Background: an optimization exercise with open tools, aiming at small area and a short achievable clock period. Do not read the settings as production practice. Only simulation tests tie the RTL to the original design; equivalence was not proved. Power figures rest on the tool's default switching activity, not on a simulated workload.

Setup of job 3683:
==> flow/design.v (excerpt) <==
module MMU #(parameter depth=4, bit_width=8, acc_width=32, size=4)
(
   input          clk,
   input          control,
   input  [31:0]  data_arr,
   input  [31:0]  wt_arr,
   output [127:0] acc_out
);
==> flow/config.mk <==
export PLATFORM = sky130hd
export DESIGN_NAME = MMU
export DESIGN_NICKNAME = MMU
export VERILOG_FILES = /design/flow/design.v
export SDC_FILE = /design/flow/constraint.sdc
export NUM_CORES = 4
export LEC_CHECK = 0
export CAP_MARGIN = 20
export CORE_MARGIN = 2
export CORE_UTILIZATION = 40
export CTS_CLUSTER_DIAMETER = 80
export CTS_CLUSTER_SIZE = 32
export SETUP_SLACK_MARGIN = 4.2
export SLEW_MARGIN = 20
export TNS_END_PERCENT = 50
==> flow/constraint.sdc <==
create_clock -name core_clock -period 7.0 [get_ports {clk}]
set_input_delay 1.4000 -clock core_clock [delete_from_list [all_inputs] [get_ports {clk}]]
set_output_delay 1.4000 -clock core_clock [all_outputs]
set_load 0.01 [all_outputs]
standard.sh (not shown) runs the stock make flow with config.mk's settings and CLKGATE_MAP_FILE= SYNTH_SCRIPT=/design/flow/synth_recipe.tcl, a recipe that flattens the netlist after the stock synthesis.
==> flow/flow/run.sh <==
#!/bin/bash
# Layout flow: the standard flow (standard.sh), with one change to
# synthesis: Yosys's synth runs without the quick ABC pass of its fine stage
# (synth -noabc), so that extract_fa meets the full and half adders as the
# RTL writes them and maps them without inverters around them. Registers
# and everything after synthesis are as in the standard flow.
set -euo pipefail
work=$(pwd)
sed 's/yosys synth -nofsm -noshare {\*}\$args/yosys synth -nofsm -noshare -noabc {*}$args/' \
  synth_recipe.tcl > own_synth.tcl
grep -q -- '-noabc' own_synth.tcl
bash standard.sh SYNTH_SCRIPT="$work/own_synth.tcl" finish > standard.log 2>&1
For job 9666, these inputs were changed with respect to job 3683:
- TNS_END_PERCENT removed (was 50)
- ABC_AREA newly set to 1
==> notes.md <==
Job 3683 → job 9666: total number of vias rose by about 20%, combinational power rose by 5.6%, total power rose by 0.88 mW, global routing usage summed across all routing layers rose by 3.3 points, y dimension of the die rose by 1.8%. From job 3683 to job 9666, number of maximum-capacitance violations did not move at all. Changes observed in job 9666 relative to job 3683: setup slack went up by 0.13 ns; total length of routed wires now larger; met1 usage now larger; full die area rose by 5000 sq um; area taken by flip-flops and latches level.
The inputs of job 7902 differ from those of job 9666 as listed below.
- a change of SETUP_SLACK_MARGIN from 4.2 to 4.3
- a deleted ABC_AREA that had been 1
- a change of CORE_UTILIZATION from 40 to 70
Results
A capture point of the worst path of row[2].gn.u_c2.m[20] is what job 9666 shows, while row[0].g0.u_c2.acc_out[16] belongs to job 7902. Job 7902 gives less area overhead of the layout relative to synthesis than job 9666 did. Sort job 7902 and job 9666 by worst-case vdd ir drop asc -> top: job 9666. Job 7902 vs. job 9666: wire length on met1 down about 20%, worst path required time down 0.10 ns, final cell count down about 26%. Per the comparison of job 7902 with job 9666, buffers inserted during post-CTS setup optimization climbed 170%, wire length dropped 26 mm, sequential cell count barely changed.
#### Input delta (job 5362 over job 7902)
- changing SETUP_SLACK_MARGIN from 4.3 to 4.2
- changing CORE_UTILIZATION from 70 to 80
--- outcome ---
Compared with job 7902, job 5362 shows minimum clock period higher by 0.10 ns. Compared job 5362 against job 7902; switching share of power within noise. Looking at average vias per placed instance across job 5362 and job 7902, the one that comes out lower is job 7902. Re worst-case setup margin in the final layout: job 7902 was higher than job 5362. The share of total power in combinational logic reported for job 5362 is greater than that of job 7902 by 0.2 points. Compare job 5362 and job 7902 | power share of the clock group lower: job 5362. Reported leakage power was higher in job 7902 than in job 5362.

========
== job 658 ==
Starting RTL as in the previous note.
## MMU
module MMU #(parameter depth=4, bit_width=8, acc_width=32, size=4)
(
   input          clk,
   input          control,
   input  [31:0]  data_arr,
   input  [31:0]  wt_arr,
   output [127:0] acc_out
);
   reg        c1;           
   reg [31:0] dn [0:2];     
   always @(posedge clk) begin
      c1    <= control;
      dn[0] <= control ? 32'hffffffff : ~data_arr;
      dn[1] <= control ? 32'hffffffff : dn[0];
      dn[2] <= control ? 32'hffffffff : dn[1];
   end
   genvar r;
   generate
      for (r = 0; r < 4; r = r + 1) begin : row
         wire [31:0] xr = (r == 0) ? data_arr : dn[r-1];
         wire [7:0]  w1, w2, w3, w4;
         wire [15:0] a1;
         wire [16:0] a2;
         wire [17:0] a3, a4;
         if (r == 0) begin : g0
            wire [9:0] t1, t2, t3, t4;
            wire [9:0] t0 = {2'b00, wt_arr[7:0]} + {1'b0, wt_arr[7:0], 1'b0};
            MAC_R0_0_16 u_c0 (.clk(clk), .ld(control), .clr(c1), .x(xr[7:0]),
               .wt_in(wt_arr[8*r +: 8]), .w3_in(t0), .wt_out(w1), .w3_out(t1),
               .acc_out(a1));
  ...
==> flow/config.mk <==
export PLATFORM = sky130hd
export DESIGN_NAME = MMU
export DESIGN_NICKNAME = MMU
export VERILOG_FILES = /design/flow/design.v
export SDC_FILE = /design/flow/constraint.sdc
export NUM_CORES = 4
export LEC_CHECK = 0
export CAP_MARGIN = 20
export CORE_MARGIN = 2
export CORE_UTILIZATION = 40
export SETUP_SLACK_MARGIN = 4.2
export SLEW_MARGIN = 20
==> flow/constraint.sdc <==
create_clock -name core_clock -period 7.0 [get_ports {clk}]
set_input_delay 1.4000 -clock core_clock [delete_from_list [all_inputs] [get_ports {clk}]]
set_output_delay 1.4000 -clock core_clock [all_outputs]
set_load 0.01 [all_outputs]
Scripts as last shown in full above: flow/flow/run.sh
#### Input delta (job 8528 over job 658)
- setting CTS_CLUSTER_SIZE to 32 for the first time
- changing SETUP_SLACK_MARGIN from 4.2 to 4.1
- changing CORE_UTILIZATION from 40 to 70
- setting CTS_CLUSTER_DIAMETER to 80 for the first time
Results
- Clock-pin slew on the worst setup and hold paths, job 8528 and job 658: larger value in job 8528
- Job 8528 against job 658: area of the core saw a decrease, post-route core utilization up 30 points, synthesis-to-layout area growth -7.0 points, relative contribution of the clock network to total power decreased by 9.8 points relative to the old numbers, overall power consumption dropped 15%.
Changes in job 3995 relative to job 8528:
- CORE_UTILIZATION changed from 70 to 50
- SETUP_SLACK_MARGIN changed from 4.1 to 4.2
==> comparison <==
Compared with job 8528, job 3995 shows final estimated routing congestion in global placement that has gone down by a few percent.
Job 3995 against job 8528: number of cells after detailed placement increased 375, wire length reported by the detailed router increased 6.4%.
Job 3995 against job 8528: total net switching power went up; finished layout cell area went up.
Input changes introduced in job 1719 (baseline for comparison: job 3995):
- a change of CORE_UTILIZATION from 50 to 70
- As of job 1719, via count had risen by a few percent compared to job 3995.
- Comparing job 1719 against job 3995, there is no change at all in area fraction in and, or, nand and nor cells after synthesis.
- Going from job 3995 to job 1719, the switching power share of the total was found to have gone down by 0.49 points.
- The final-stage net count on job 3995 is in line with that on job 1719.
- Job 1719 — worst hold slack 11 ps lower, job 3995 as reference
- Summary of the comparison: first-pass GRT wire length is lower in job 1719, relative to job 3995.
- Summary of job 1719 over job 3995: worst-skew pair later-pin latency went down, number of setup buffers added after CTS +10.
- Looking at number of design-rule violations left by the first detailed-router iteration across both flows, job 1719 is the weaker of the two, with job 3995 ahead.
Inputs modified between job 1719 and job 4815:
- changing CTS_CLUSTER_DIAMETER from 80 to 70
- changing CTS_CLUSTER_SIZE from 32 to 25
- changing CORE_UTILIZATION from 70 to 40
==> notes.md <==
Number of inserted filler cells in the final layout, job 4815 vs job 1719: up by more than 100%
Per the comparison of job 4815 with job 1719, worst setup slack went down by 45 ps, routability congestion estimate moved down, wire length of the first global-routing pass up 6.4%.

-- afterwards: timing with drivers on the ports --
How much do the figures lean on ideal ports? The routed layouts below were timed once more, with nothing changed but the port constraints. Step 1 sets driving cells, clkbuf_16 on the clock port and buf_2 on the other inputs (assumed; they add their load-dependent delay and slew). Step 2 adds t to the input delays and takes it off the output delays; t is the mean of the earliest and latest rising clock arrival at the registers after step 1. Input paths then give back, and output paths get back, about the clock's delay inside the block. Slacks: ideal ports / drivers / drivers and shift; pairs: ideal ports / drivers.
run	t (ns)	slack for setup (ns)	hold slack, ns	worst setup path at the end	pins driven straight from the clock port
job 3683	0.740	4.131 / 4.161 / 3.422	0.459 / 0.459 / 0.459	input to register	1
job 9666	0.750	4.257 / 4.215 / 3.533	0.410 / 0.410 / 0.410	input to register	1
job 7902	0.703	4.188 / 4.188 / 3.671	0.447 / 0.447 / 0.447	input to register	1
job 5362	0.686	4.085 / 4.085 / 3.564	0.457 / 0.457 / 0.457	input to register	1
job 658	0.795	4.180 / 4.178 / 3.505	0.439 / 0.439 / 0.439	input to register	1
job 8528	0.701	4.117 / 4.117 / 3.494	0.434 / 0.434 / 0.434	input to register	1
job 3995	0.744	4.204 / 4.204 / 3.502	0.458 / 0.458 / 0.458	input to register	1
job 1719	0.701	4.214 / 4.214 / 3.548	0.448 / 0.448 / 0.448	input to register	1
job 4815	0.767	4.169 / 4.169 / 3.483	0.443 / 0.443 / 0.443	input to register	1
After both steps every run listed still meets setup and hold. For job 9666, which loses most, drivers alone change the setup slack by -0.042 ns; drivers and shift together by -0.724 ns.
